Source: an optimization exercise on an open RTL-to-GDS flow (aim: small area, a short achievable clock period and few clock cycles per item). Production flows keep margins and buffers that such runs may drop. Where RTL was checked, it was by simulation tests only, not by an equivalence proof against the original. Power figures rest on the tool's default switching activity, not on a simulated workload.

==> flow/design.v <==
module cordicTanh(z0, clk, rst, out, flag);
	input wire clk, rst;
	input wire signed [15:0] z0;
	output wire signed [15:0] out;
	output reg flag;
	reg ld;                      
	reg rot;                     
	reg half;                    
	reg [3:0] sh;                
	reg signed [14:0] z;         
	reg signed [14:0] y;
	reg [13:0] x;                
	wire ext = z0[15] ^ z0[14];            
	wire div = ~(ld | rot | flag);
	wire rot_end = rot & half & (sh == 4'd13);
	wire s = rot ? z[14] : ~y[14];
	wire [13:1] d;
	genvar n;
	generate
		for (n = 1; n <= 13; n = n + 1) begin : dec
			assign d[n] = (sh == n);
		end
	endgenerate
	wire [14:0] K;
	assign K[14:12] = 3'b000;
	assign K[11] = d[1];
	assign K[10] = d[2];
	assign K[9]  = d[3];
	assign K[8]  = d[4];
	assign K[7]  = d[5] | (rot & d[1]);
	assign K[6]  = d[6] | (rot & d[1]);
	assign K[5]  = d[7];
	assign K[4]  = d[8] | (rot & d[2]);
	assign K[3]  = d[9] | (rot & d[1]);
	assign K[2]  = d[10] | (rot & d[2]);
	assign K[1]  = d[11] | (rot & (d[1] | d[2] | d[3])) | (~rot & d[12] & (z[14] ^ y[14]));
	assign K[0]  = rot & (d[3] | d[12] | d[13]);
	wire [13:0] xs = x >> sh;
	wire signed [14:0] ys = y >>> sh;
	wire [14:0] zn, yn;
	wire [13:0] xn;
	addsub #(15, 2) uz(z, K, ~s, zn);
	addsub #(15, 2) uy(y, {1'b0, xs}, s, yn);
	addsub #(14, 2) ux(x, ys[13:0], s, xn);
	always @(posedge clk) begin
		if (rst) begin
			ld <= 1'b1;
			rot <= 1'b0;
			flag <= 1'b0;
		end else begin
			ld <= flag;
			rot <= (ld & ~ext) | (rot & ~rot_end);
			flag <= (ld & ext) | (div & (sh == 4'd12));
		end
	end
	always @(posedge clk) begin
		half <= rot & ~half;
		if (ld | rot_end)
			sh <= 4'd1;
		else if (~rot | half)
			sh <= sh + 4'd1;
	end
	always @(posedge clk) begin
		if (ld) begin
			z <= ext ? {z0[15], z0[15], 13'h1000} : z0[14:0];
			x <= 14'h1000;
			y <= 15'h0000;
		end else begin
			z <= rot_end ? 15'h0000 : zn;
			y <= yn;
			if (rot)
				x <= xn;
		end
	end
	assign out = {z[14], z};
endmodule
module addsub #(parameter N = 15, parameter KIND = 1) (input [N-1:0] a, input [N-1:0] b, input sub, output [N-1:0] out);
	wire [N-1:0] ai = a ^ {N{sub}};
	reg [N-1:0] G, P, Gn, Pn;
	integer l, i;
	always @(*) begin
		G = ai & b;
		P = ai ^ b;
		if (KIND == 3) begin
			for (i = 1; i < N; i = i + 1)
				G[i] = G[i] | (P[i] & G[i-1]);
		end else if (KIND == 2) begin
			for (i = 1; i < N; i = i + 2) begin G[i] = G[i] | (P[i] & G[i-1]); P[i] = P[i] & P[i-1]; end
			for (i = 3; i < N; i = i + 4) begin G[i] = G[i] | (P[i] & G[i-2]); P[i] = P[i] & P[i-2]; end
			for (i = 7; i < N; i = i + 8) begin G[i] = G[i] | (P[i] & G[i-4]); P[i] = P[i] & P[i-4]; end
			for (i = 11; i < N; i = i + 8) begin G[i] = G[i] | (P[i] & G[i-4]); P[i] = P[i] & P[i-4]; end
			for (i = 5; i < N; i = i + 4) begin G[i] = G[i] | (P[i] & G[i-2]); P[i] = P[i] & P[i-2]; end
			for (i = 2; i < N; i = i + 2) begin G[i] = G[i] | (P[i] & G[i-1]); P[i] = P[i] & P[i-1]; end
		end else begin
			for (l = 1; l < N; l = l * 2) begin
				Gn = G; Pn = P;
				for (i = 0; i < N; i = i + 1)
					if ((i / l) % 2 == 1) begin
						Gn[i] = G[i] | (P[i] & G[(i / l) * l - 1]);
						Pn[i] = P[i] & P[(i / l) * l - 1];
					end
				G = Gn; P = Pn;
			end
		end
	end
	assign out = a ^ b ^ {G[N-2:0], 1'b0};
endmodule
==> flow/config.mk <==
export PLATFORM = sky130hd
export DESIGN_NAME = cordicTanh
export DESIGN_NICKNAME = cordicTanh
export VERILOG_FILES = /design/flow/design.v
export SDC_FILE = /design/flow/constraint.sdc
export NUM_CORES = 4
export LEC_CHECK = 0
export ABC_AREA = 1
export CAP_MARGIN = 70
export CORE_MARGIN = 2
export CORE_UTILIZATION = 45
export SLEW_MARGIN = 70
export TNS_END_PERCENT = 5
==> flow/constraint.sdc <==
create_clock -name core_clock -period 10.0 [get_ports {clk}]
set_input_delay 2.0000 -clock core_clock [delete_from_list [all_inputs] [get_ports {clk}]]
set_output_delay 2.0000 -clock core_clock [all_outputs]
set_load 0.01 [all_outputs]
standard.sh (not shown) runs the stock make flow with config.mk's settings and CLKGATE_MAP_FILE= SYNTH_SCRIPT=/design/flow/synth_recipe.tcl, a recipe that flattens the netlist after the stock synthesis.
==> flow/flow/run.sh <==
#!/bin/bash
# Standard synthesis, then the standard layout steps with repair_timing
# asked for a larger setup margin and plain buffers on the ports (the SDC
# and clock period are unchanged).
set -eo pipefail
bash standard.sh synth > synth.log 2>&1
bash standard.sh SETUP_SLACK_MARGIN=7 "BUFFER_PORTS_ARGS=-buffer_cell sky130_fd_sc_hd__buf_1" finish > layout.log 2>&1
==> next run, changes <==
==> flow/design.v (replaced) <==
module cordicTanh(z0, clk, rst, out, flag);
	input wire clk, rst;
	input wire signed [15:0] z0;
	output wire signed [15:0] out;
	output reg flag;
	reg ld;                      
	reg rot;                     
	reg half;                    
	reg [3:0] sh;                
	reg signed [14:0] z;         
	reg signed [14:0] y;
	reg [13:0] x;                
	wire ext = z0[15] ^ z0[14];            
	wire div = ~(ld | rot | flag);
	wire rot_end = rot & half & (sh == 4'd13);
	wire s = rot ? z[14] : ~y[14];
	wire [13:1] d;
	genvar n;
	generate
		for (n = 1; n <= 13; n = n + 1) begin : dec
			assign d[n] = (sh == n);
		end
	endgenerate
	wire [14:0] K;
	assign K[14:12] = 3'b000;
	assign K[11] = d[1];
	assign K[10] = d[2];
	assign K[9]  = d[3];
	assign K[8]  = d[4];
	assign K[7]  = d[5] | (rot & d[1]);
	assign K[6]  = d[6] | (rot & d[1]);
	assign K[5]  = d[7];
	assign K[4]  = d[8] | (rot & d[2]);
	assign K[3]  = d[9] | (rot & d[1]);
	assign K[2]  = d[10] | (rot & d[2]);
	assign K[1]  = d[11] | (rot & (d[1] | d[2] | d[3])) | (~rot & d[12] & (z[14] ^ y[14]));
	assign K[0]  = rot & (d[3] | d[12] | d[13]);
	wire [13:0] xs = x >> sh;
	wire signed [14:0] ys = y >>> sh;
	wire [15:0] zsum = {z, 1'b1} + {K ^ {15{~s}}, ~s};
	wire [15:0] ysum = {y, 1'b1} + {{1'b0, xs} ^ {15{s}}, s};
	wire [14:0] xsum = {x, 1'b1} + {ys[13:0] ^ {14{s}}, s};
	always @(posedge clk) begin
		if (rst) begin
			ld <= 1'b1;
			rot <= 1'b0;
			flag <= 1'b0;
		end else begin
			ld <= flag;
			rot <= (ld & ~ext) | (rot & ~rot_end);
			flag <= (ld & ext) | (div & (sh == 4'd12));
		end
	end
	always @(posedge clk) begin
		half <= rot & ~half;
		if (ld | rot_end)
			sh <= 4'd1;
		else if (~rot | half)
			sh <= sh + 4'd1;
	end
	always @(posedge clk) begin
		if (ld) begin
			z <= ext ? {z0[15], z0[15], 13'h1000} : z0[14:0];
			x <= 14'h1000;
			y <= 15'h0000;
		end else begin
			z <= rot_end ? 15'h0000 : zsum[15:1];
			y <= ysum[15:1];
			if (rot)
				x <= xsum[14:1];
		end
	end
	assign out = {z[14], z};
endmodule
Wire length grows by a quarter to a third. Fmax shrinks by a few percent. Setup slack degrades by 0.11 ns. Final area grows by roughly a tenth. Count of clock-buffer cells in the layout grows by 1. Combinational power grows by well over a third. Critical path depth grows by 3. Synthesized cell count grows by a little under a tenth. Hold slack improves by 0.0035 ns. Die area grows by a few percent. Cell count grows by roughly a tenth. Via count grows by about a fifth. Utilization grows by 2.2 points. Sequential power grows by a little under a tenth.
Testbench counts after the change, summed over its fixed seeds: cycles 77,132, items 2,048.
Only the layout flow was run in the first run of this note; the RTL was not checked for function there.

==> static timing again, ports no longer ideal <==
No port has a modelled driver above. Below, the same layouts with a new extraction and two added sets of constraints.
Step 1 (the two cells are an assumption about what drives the block):
set clk [get_ports {clk}]
set_driving_cell -lib_cell sky130_fd_sc_hd__clkbuf_16 $clk
set_driving_cell -lib_cell sky130_fd_sc_hd__buf_2 [delete_from_list [all_inputs] $clk]
Step 2 also shifts input and output timing later by t, the mid clock arrival at the registers, as if the neighbouring blocks saw the same clock.
a / b / c = no drivers / after step 1 / after step 2; a / b = the first two.
| run | shift t [ns] | slack for setup (ns) | worst slew at a driven data input, ns |
|---|---|---|---|
| the first run | 0.349 | 7.066 / 7.036 / 7.045 | 0.03 |
| the second run | 0.350 | 6.953 / 6.953 / 6.886 | 0.03 |
After both steps setup and hold are still met in every run listed. The setup slack of the second run, which loses most, moves by 0.000 ns with the drivers and by -0.067 ns with both steps.
